Context: an optimization exercise on an open-source flow, tuned for small area. The choices shown serve that exercise and are no tape-out recipe. Only simulation tests tie the RTL to the original design; equivalence was not proved. Power and IR drop assume default switching activity.

==> run a: inputs <==
// poly_top
module poly_top #(
	parameter a = 2,
	parameter b = 4,
	parameter c = 6,
	parameter data_width = 32
)
(
	input wire clk,rst,
	input wire [data_width-1:0] x,
	input wire in_valid,
	output wire [data_width-1:0] y,
	output wire out_valid,
	output wire [1:0] state
);
	localparam K = 19;
	reg [1:0] q;
	always @(posedge clk) begin
		if (rst | ~in_valid) q <= 2'b00;
		else q <= {q[1] | q[0], q[1] | ~q[0]};
	end
	assign state = {q[1], q[0] & ~q[1]};
	assign out_valid = q[1] & q[0];
	reg [29:0] x0, x1;
	reg [K-1:0] rlo;
	reg [30-K:0] rhi;
	reg rck;
	wire [K-1:0] lo;
	wire [30-K:0] hi;
	wire ck;
	Multiplier sqr (.x(x1), .lo(lo), .hi(hi), .ck(ck));
	always @(posedge clk) begin
		x0 <= x[29:0];
		x1 <= x0;
		rlo <= lo;
		rhi <= hi;
		rck <= ck;
	end
	wire [30-K:0] shi;
	wire [31-K:0] inc;
	assign inc[0] = rck;
	genvar i;
	generate
		for (i = 0; i < 30 - K; i = i + 1) begin : incr
			HA h (.a(rhi[i]), .b(inc[i]), .s(shi[i]), .co(inc[i+1]));
		end
	endgenerate
	assign shi[30-K] = rhi[30-K] ^ inc[30-K];
	assign y = {shi, rlo[K-1:2], 1'b1, rlo[0], 1'b0};
endmodule
==> module poly_top, before the edit <==
module poly_top #(
	parameter a = 2,
	parameter b = 4,
	parameter c = 6,
	parameter data_width = 32
)
(
	input wire clk,rst,
	input wire [data_width-1:0] x,
	input wire in_valid,
	output wire [data_width-1:0] y,
	output wire out_valid,
	output wire [1:0] state
);
	localparam K = 19;
	reg [1:0] q;
	always @(posedge clk) begin
		if (rst | ~in_valid) q <= 2'b00;
		else q <= {q[1] | q[0], q[1] | ~q[0]};
	end
	assign state = {q[1], q[0] & ~q[1]};
	assign out_valid = q[1] & q[0];
	reg [29:0] x0, x1;
	reg [K-1:0] rlo;
	reg [30-K:0] rhi;
	reg rck;
	wire [K-1:0] lo;
	wire [30-K:0] hi;
	wire ck;
	Multiplier sqr (.x(x1), .lo(lo), .hi(hi), .ck(ck));
	always @(posedge clk) begin
		x0 <= x[29:0];
		x1 <= x0;
		rlo <= lo;
		rhi <= hi;
		rck <= ck;
	end
	wire [30-K:0] shi;
	wire [31-K:0] inc;
	assign inc[0] = rck;
	genvar i;
	generate
		for (i = 0; i < 30 - K; i = i + 1) begin : incr
			HA h (.a(rhi[i]), .b(inc[i]), .s(shi[i]), .co(inc[i+1]));
		end
	endgenerate
	assign shi[30-K] = rhi[30-K] ^ inc[30-K];
	assign y = {shi, rlo[K-1:2], 1'b1, rlo[0], 1'b0};
endmodule
==> flow/config.mk <==
export PLATFORM = sky130hd
export DESIGN_NAME = poly_top
export DESIGN_NICKNAME = poly_top
export VERILOG_FILES = /design/flow/design.v
export SDC_FILE = /design/flow/constraint.sdc
export NUM_CORES = 4
export LEC_CHECK = 0
export CAP_MARGIN = 0
export CORE_MARGIN = 2
export CORE_UTILIZATION = 60
export CTS_BUF_LIST = sky130_fd_sc_hd__clkbuf_8
export CTS_CLUSTER_SIZE = 20
export SLEW_MARGIN = 0
export SYNTH_HIERARCHICAL = 1
export SYNTH_MINIMUM_KEEP_SIZE = 0
==> flow/constraint.sdc <==
create_clock -name core_clock -period 9.0 [get_ports {clk}]
set_input_delay 1.8000 -clock core_clock [delete_from_list [all_inputs] [get_ports {clk}]]
set_output_delay 1.8000 -clock core_clock [all_outputs]
set_load 0.01 [all_outputs]
standard.sh (not shown) runs the stock make flow with config.mk's settings and CLKGATE_MAP_FILE= SYNTH_SCRIPT=/design/flow/synth_recipe.tcl, a recipe that flattens the netlist after the stock synthesis.
==> flow/flow/run.sh <==
#!/bin/bash
# The standard layout (standard.sh, with the standard synthesis) with three changes:
# the port buffers use the smallest buffer cell, clock tree synthesis adds no
# dummy loads, and the flip-flops of x1 get a stronger drive before placement.
# Each make run's full output goes to its own log file here.
set -euo pipefail
bash standard.sh synth > synth.log 2>&1
bash standard.sh \
	"GPL_KEEP_OVERFLOW=0" "RECOVER_POWER=100" \
	"BUFFER_PORTS_ARGS=-buffer_cell sky130_fd_sc_hd__buf_1" \
	"CTS_ARGS=-sink_clustering_enable -repair_clock_nets -sink_clustering_size 20 -buf_list sky130_fd_sc_hd__clkbuf_8 -dont_use_dummy_load" \
	finish > layout.log 2>&1
==> run b (differences from run a) <==
--- a/flow/design.v
+++ b/flow/design.v
@@ -737,12 +737,3 @@
 	end
-	wire [30-K:0] shi;
-	wire [31-K:0] inc;
-	assign inc[0] = rck;
-	genvar i;
-	generate
-		for (i = 0; i < 30 - K; i = i + 1) begin : incr
-			HA h (.a(rhi[i]), .b(inc[i]), .s(shi[i]), .co(inc[i+1]));
-		end
-	endgenerate
-	assign shi[30-K] = rhi[30-K] ^ inc[30-K];
+	wire [30-K:0] shi = rhi + rck;
 	assign y = {shi, rlo[K-1:2], 1'b1, rlo[0], 1'b0};
==> flow/run.sh (new file) <==
#!/bin/bash
# synth_recipe.tcl (not shown) runs the flow's synth.tcl, then flattens the netlist and writes it again
# the make line also repeats each setting of config.mk as NAME=value (left out here)
make -C /OpenROAD-flow-scripts/flow DESIGN_CONFIG=/design/flow/config.mk WORK_HOME=/design/flow/orfs CLKGATE_MAP_FILE= SYNTH_SCRIPT=/design/flow/synth_recipe.tcl finish
GPL_TIMING_DRIVEN = 0   (was unset)
removed: flow/flow/run.sh
removed: flow/standard.sh
==> comparison <==
- Between run a and run b, the lower clock power is in run a (gap 22%, measured against run b).
- Between run a and run b, the lower critical path depth is in run a (gap 2).
- In run a the worst hold slack is worse than in run b, by 19 ps.
- Sequential cell count is the same in run a and run b.
- In run b the synthesized cell count is higher than in run a, by about 2.8%.
- Between run a and run b, the lower combinational power is in run a (gap about 36%, measured against run b).
- Routed wire length: run b is higher than run a (2.1%).
- Setup slack: run b is worse than run a (20 ps).
- Against run b, the non-clock buffer count of run a is lower by 71.
- Fmax: run b is lower than run a (about 0.23%).
- Sequential share of layout area: run b is lower than run a (2.9 points).
==> figures <==
| quantity | run a | run b |
|---|---|---|
| Skew final | 28.6 ps | 12.7 ps |
| Final weighted congestion in routability-driven placement | 0.856 | 0.920 |
| Register fraction of the total cell area | 24.4% | 21.5% |
| Largest fanout on the critical path | 27 | 10 |
| Overall die area | 13500 sq um | 13600 sq um |
| Routed length on met2 | 8010 microns | 7880 microns |
| Global-route track usage on met2 | 45.3% | 42.7% |
| First-pass GRT wire length | 26300 microns | 26600 microns |
| Worst hold margin | 312 ps | 332 ps |
| Post-place instance area | 7550 sq um | 8480 sq um |
| Max Fclk | 116 MHz | 115 MHz |
| Routed length on met3 | 1100 microns | 1330 microns |
| Reg area | 1870 sq um | 1860 sq um |
| Area overhead of the layout relative to synthesis | 1.83% | 14.1% |
| Status | no timing/DRC/antenna violations | no timing/DRC/antenna violations |
| Power consumed by sequential cells | 0.000581 W | 0.000572 W |
| Die span in x | 116 microns | 117 microns |
| Clock-cell share of area | 1.62% | 2.45% |
| Final net count | 894 | 975 |
| Number of fill cells in the layout | 1008 | 994 |
| Data buffer area share | 3.18% | 12.3% |
| Post-Syn Nets | 894 | 904 |
| Switching part of the total | 39.0% | 35.9% |

==> job 5952 <==
RTL: one of the versions met above, not the one the previous note started from.
==> module poly_top, before the edit <==
module poly_top #(
	parameter a = 2,
	parameter b = 4,
	parameter c = 6,
	parameter data_width = 32
)
(
	input wire clk,rst,
	input wire [data_width-1:0] x,
	input wire in_valid,
	output wire [data_width-1:0] y,
	output wire out_valid,
	output wire [1:0] state
);
	localparam K = 19;
	reg [1:0] q;
	always @(posedge clk) begin
		if (rst | ~in_valid) q <= 2'b00;
		else q <= {q[1] | q[0], q[1] | ~q[0]};
	end
	assign state = {q[1], q[0] & ~q[1]};
	assign out_valid = q[1] & q[0];
	reg [29:0] x0, x1;
	reg [K-1:0] rlo;
	reg [30-K:0] rhi;
	reg rck;
	wire [K-1:0] lo;
	wire [30-K:0] hi;
	wire ck;
	Multiplier sqr (.x(x1), .lo(lo), .hi(hi), .ck(ck));
	always @(posedge clk) begin
		x0 <= x[29:0];
		x1 <= x0;
		rlo <= lo;
		rhi <= hi;
		rck <= ck;
	end
	wire [30-K:0] shi = rhi + rck;
	assign y = {shi, rlo[K-1:2], 1'b1, rlo[0], 1'b0};
endmodule
Settings: LEC_CHECK=0, CAP_MARGIN=20, CORE_MARGIN=2, CORE_UTILIZATION=40, SLEW_MARGIN=20, SYNTH_HIERARCHICAL=1, SYNTH_MINIMUM_KEEP_SIZE=0; clock period 9.0 ns.
run.sh (not shown) runs the stock make flow with config.mk's settings and CLKGATE_MAP_FILE= SYNTH_SCRIPT=/design/flow/synth_recipe.tcl, a recipe that flattens the netlist after the stock synthesis.
Stock flow here: none of the scripts above is used.
==> job 128 (differences from job 5952) <==
--- a/flow/design.v
+++ b/flow/design.v
@@ -736,5 +736,14 @@
 		rck <= ck;
 	end
-	wire [30-K:0] shi = rhi + rck;
+	wire [30-K:0] shi;
+	wire [31-K:0] inc;
+	assign inc[0] = rck;
+	genvar i;
+	generate
+		for (i = 0; i < 30 - K; i = i + 1) begin : incr
+			HA h (.a(rhi[i]), .b(inc[i]), .s(shi[i]), .co(inc[i+1]));
+		end
+	endgenerate
+	assign shi[30-K] = rhi[30-K] ^ inc[30-K];
 	assign y = {shi, rlo[K-1:2], 1'b1, rlo[0], 1'b0};
 endmodule
- CAP_MARGIN: 20 -> 0
- CORE_UTILIZATION: 40 -> 60
- CTS_BUF_LIST: default -> sky130_fd_sc_hd__clkbuf_8
- CTS_CLUSTER_SIZE: default -> 20
- SLEW_MARGIN: 20 -> 0
==> job 8458 (differences from job 5952) <==
--- a/flow/design.v
+++ b/flow/design.v
@@ -736,5 +736,14 @@
 		rck <= ck;
 	end
-	wire [30-K:0] shi = rhi + rck;
+	wire [30-K:0] shi;
+	wire [31-K:0] inc;
+	assign inc[0] = rck;
+	genvar i;
+	generate
+		for (i = 0; i < 30 - K; i = i + 1) begin : incr
+			HA h (.a(rhi[i]), .b(inc[i]), .s(shi[i]), .co(inc[i+1]));
+		end
+	endgenerate
+	assign shi[30-K] = rhi[30-K] ^ inc[30-K];
 	assign y = {shi, rlo[K-1:2], 1'b1, rlo[0], 1'b0};
 endmodule
==> flow/flow/run.sh (new file) <==
#!/bin/bash
# The standard layout (standard.sh, with the standard synthesis) with three changes:
# the port buffers use the smallest buffer cell, clock tree synthesis adds no
# dummy loads, and the flip-flops of x1 get a stronger drive before placement.
# Each make run's full output goes to its own log file here.
set -euo pipefail
bash standard.sh synth > synth.log 2>&1
bash standard.sh \
	"GPL_KEEP_OVERFLOW=0" "RECOVER_POWER=100" \
	"BUFFER_PORTS_ARGS=-buffer_cell sky130_fd_sc_hd__buf_1" \
	"CTS_ARGS=-sink_clustering_enable -repair_clock_nets -sink_clustering_size 100 -sink_clustering_max_diameter 500 -buf_list sky130_fd_sc_hd__clkbuf_16 -dont_use_dummy_load" \
	finish > layout.log 2>&1
==> flow/standard.sh (new file) <==
#!/bin/bash
# synth_recipe.tcl (not shown) runs the flow's synth.tcl, then flattens the netlist and writes it again
# the make line also repeats each setting of config.mk as NAME=value (left out here)
make -C /OpenROAD-flow-scripts/flow DESIGN_CONFIG=/design/flow/config.mk WORK_HOME=/design/flow/orfs CLKGATE_MAP_FILE= SYNTH_SCRIPT=/design/flow/synth_recipe.tcl "${@:-finish}"
- CAP_MARGIN: 20 -> 0
- CORE_UTILIZATION: 40 -> 60
- CTS_BUF_LIST: default -> sky130_fd_sc_hd__clkbuf_8
- CTS_CLUSTER_SIZE: default -> 20
- SLEW_MARGIN: 20 -> 0
removed: flow/run.sh
==> run summary <==
| metric | job 8458 | job 128 | job 5952 |
|---|---|---|---|
| Outcome | no timing/DRC/antenna violations | no timing/DRC/antenna violations | no timing/DRC/antenna violations |
| F_max | 115 MHz | 122 MHz | 120 MHz |
| Cell total after placement | 809 | 835 | 919 |
| Post-route setup slack | 0.317 ns | 0.826 ns | 0.632 ns |
| Flip-flop and latch share of the layout cell area | 24.0% | 22.2% | 21.6% |
| Post-route minimum period | 8.68 ns | 8.17 ns | 8.37 ns |
| Area after detailed placement | 7550 sq um | 8160 sq um | 8320 sq um |
| Worst hold slack after final layout | 0.316 ns | 0.335 ns | 0.319 ns |
| Multi-input gates | 482 | 482 | 498 |
| Cell area after synthesis | 7530 sq um | 7530 sq um | 7610 sq um |
| Clk. pwr | 322 uW | 295 uW | 379 uW |
| Maximum cell stage delay along the critical path | 1.16 ns | 0.76 ns | 0.70 ns |
| Nonclk inv count | 1 | 1 | 3 |

==> trial 56: inputs <==
poly_top, a different RTL version from the one above (not shown whole).
export LEC_CHECK = 0
export CAP_MARGIN = 0
export CORE_MARGIN = 2
export CORE_UTILIZATION = 72
export CTS_BUF_LIST = sky130_fd_sc_hd__clkbuf_8
export CTS_CLUSTER_SIZE = 20
export SLEW_MARGIN = 0
export SYNTH_HIERARCHICAL = 1
export SYNTH_MINIMUM_KEEP_SIZE = 0
create_clock -name core_clock -period 9.0 [get_ports {clk}]
standard.sh (not shown) runs the stock make flow with config.mk's settings and CLKGATE_MAP_FILE= SYNTH_SCRIPT=/design/flow/synth_recipe.tcl, a recipe that flattens the netlist after the stock synthesis.
==> flow/flow/run.sh <==
#!/bin/bash
# The standard layout (standard.sh, with the standard synthesis) with these changes:
# - after floorplan, every cell is set to its lowest drive strength (downsize.tcl);
#   timing repair upsizes the cells that need it;
# - global placement keeps none of its timing-driven buffering (GPL_KEEP_OVERFLOW=0);
# - power recovery downsizes cells with slack to spare after global routing;
# - the port buffers use the smallest buffer cell;
# - clock tree synthesis uses clkbuf_8 and adds no dummy loads.
# Each make run's full output goes to its own log file here.
set -euo pipefail
bash standard.sh synth > synth.log 2>&1
bash standard.sh \
	"POST_FLOORPLAN_TCL=$PWD/flow/downsize.tcl" \
	"GPL_KEEP_OVERFLOW=0" "RECOVER_POWER=100" \
	"BUFFER_PORTS_ARGS=-buffer_cell sky130_fd_sc_hd__buf_1" \
	"CTS_ARGS=-sink_clustering_enable -repair_clock_nets -sink_clustering_size 20 -buf_list sky130_fd_sc_hd__clkbuf_8 -dont_use_dummy_load" \
	finish > layout.log 2>&1
==> flow/flow/downsize.tcl <==
# Before placement, give every cell the lowest drive strength of its kind
# (name ending _1); timing repair later upsizes the cells that need it.
set n 0
foreach inst [get_cells *] {
  set master [get_property $inst ref_name]
  if { [regexp {^(sky130_fd_sc_hd__\w+)_([0-9]+)$} $master -> base drive] && $drive > 1 } {
    set target ${base}_1
    if { [llength [get_lib_cells -quiet $target]] > 0 } {
      replace_cell $inst $target
      incr n
    }
  }
}
puts "downsize.tcl: $n cells set to drive strength 1"
==> build 77: changes against trial 56 <==
--- a/flow/config.mk
+++ b/flow/config.mk
@@ -7,7 +7,7 @@
 export LEC_CHECK = 0
 export CAP_MARGIN = 0
 export CORE_MARGIN = 2
-export CORE_UTILIZATION = 72
+export CORE_UTILIZATION = 60
 export CTS_BUF_LIST = sky130_fd_sc_hd__clkbuf_8
 export CTS_CLUSTER_SIZE = 20
 export SLEW_MARGIN = 0
==> results.py <==
metrics = {
    "status": {
        "outcome": "complete, no violations",
    },
    "pwr": {
        "p_clk_share_pct": 9.7,
        "swShare_pct": 40.9,
        "power.combinational.fraction_pct": 64.5,
    },
    "die": {
        "rows": 36,
    },
    "sta": {
        "setup_slack_ps": 271,
        "period_share_pct": 97.0,
    },
    "routing": {
        "wl_met2_um": 6790,
    },
    "layout": {
        "buf_share_pct": 4.18,
    },
    "critical_path": {
        "crit_fanout": 17,
    },
    "worst_hold_path": {
        "hold_start": "x0[25]$_DFF_P_",
    },
}
(the above is from trial 56)
==> results.py <==
metrics = {
    "critical_path": {
        "crit_path_end_kind": "flop",
        "crit_fanout": 29,
    },
    "pwr": {
        "p_clk_share_pct": 9.8,
        "swShare_pct": 40.3,
        "power.combinational.fraction_pct": 63.8,
    },
    "sta": {
        "period_share_pct": 94.6,
        "setup_slack_ps": 484,
    },
    "layout": {
        "multiInputGateArea_sq_mm": 0.00456,
        "buf_share_pct": 4.52,
    },
    "die": {
        "rows": 40,
    },
    "worst_hold_path": {
        "hold_start": "x0[29]$_DFF_P_",
    },
    "status": {
        "outcome": "complete, no violations",
    },
    "clock_network": {
        "clk_pin_slew_ps": 80,
    },
}
(the above is from build 77)

[port drivers added, routing unchanged]
The results above use ideal ports. As a check the final layouts listed here were re-extracted and re-timed, cells and wires unchanged.
Step 1 (the two cells are an assumption about what drives the block):
set clk [get_ports {clk}]
set_driving_cell -lib_cell sky130_fd_sc_hd__clkbuf_16 $clk
set_driving_cell -lib_cell sky130_fd_sc_hd__buf_2 [delete_from_list [all_inputs] $clk]
Step 2 adds t to the input delays and takes it off the output delays; t is the mean of the earliest and latest rising clock arrival at the registers after step 1. Input paths then give back, and output paths get back, about the clock's delay inside the block.
Three values: no drivers, after step 1, after step 2; two values: the first two.
| run | shift t [ns] | setup WS [ns] | worst setup path at the end | worst slew at a driven data input, ns | pins driven straight from the clock port |
|---|---|---|---|---|---|
| run a | 0.408 | 0.351 / 0.351 / 0.351 | register to register | 0.03 | 1 |
| run b | 0.413 | 0.331 / 0.331 / 0.331 | register to register | 0.03 | 1 |
| job 5952 | 0.395 | 0.632 / 0.632 / 0.632 | register to register | 0.04 | 1 |
| job 128 | 0.411 | 0.826 / 0.826 / 0.826 | register to register | 0.04 | 1 |
| job 8458 | 0.380 | 0.317 / 0.317 / 0.317 | register to register | 0.03 | 1 |
| trial 56 | 0.379 | 0.271 / 0.271 / 0.271 | register to register | 0.03 | 1 |
| build 77 | 0.403 | 0.484 / 0.484 / 0.484 | register to register | 0.03 | 1 |
After both steps every run listed still meets setup and hold.
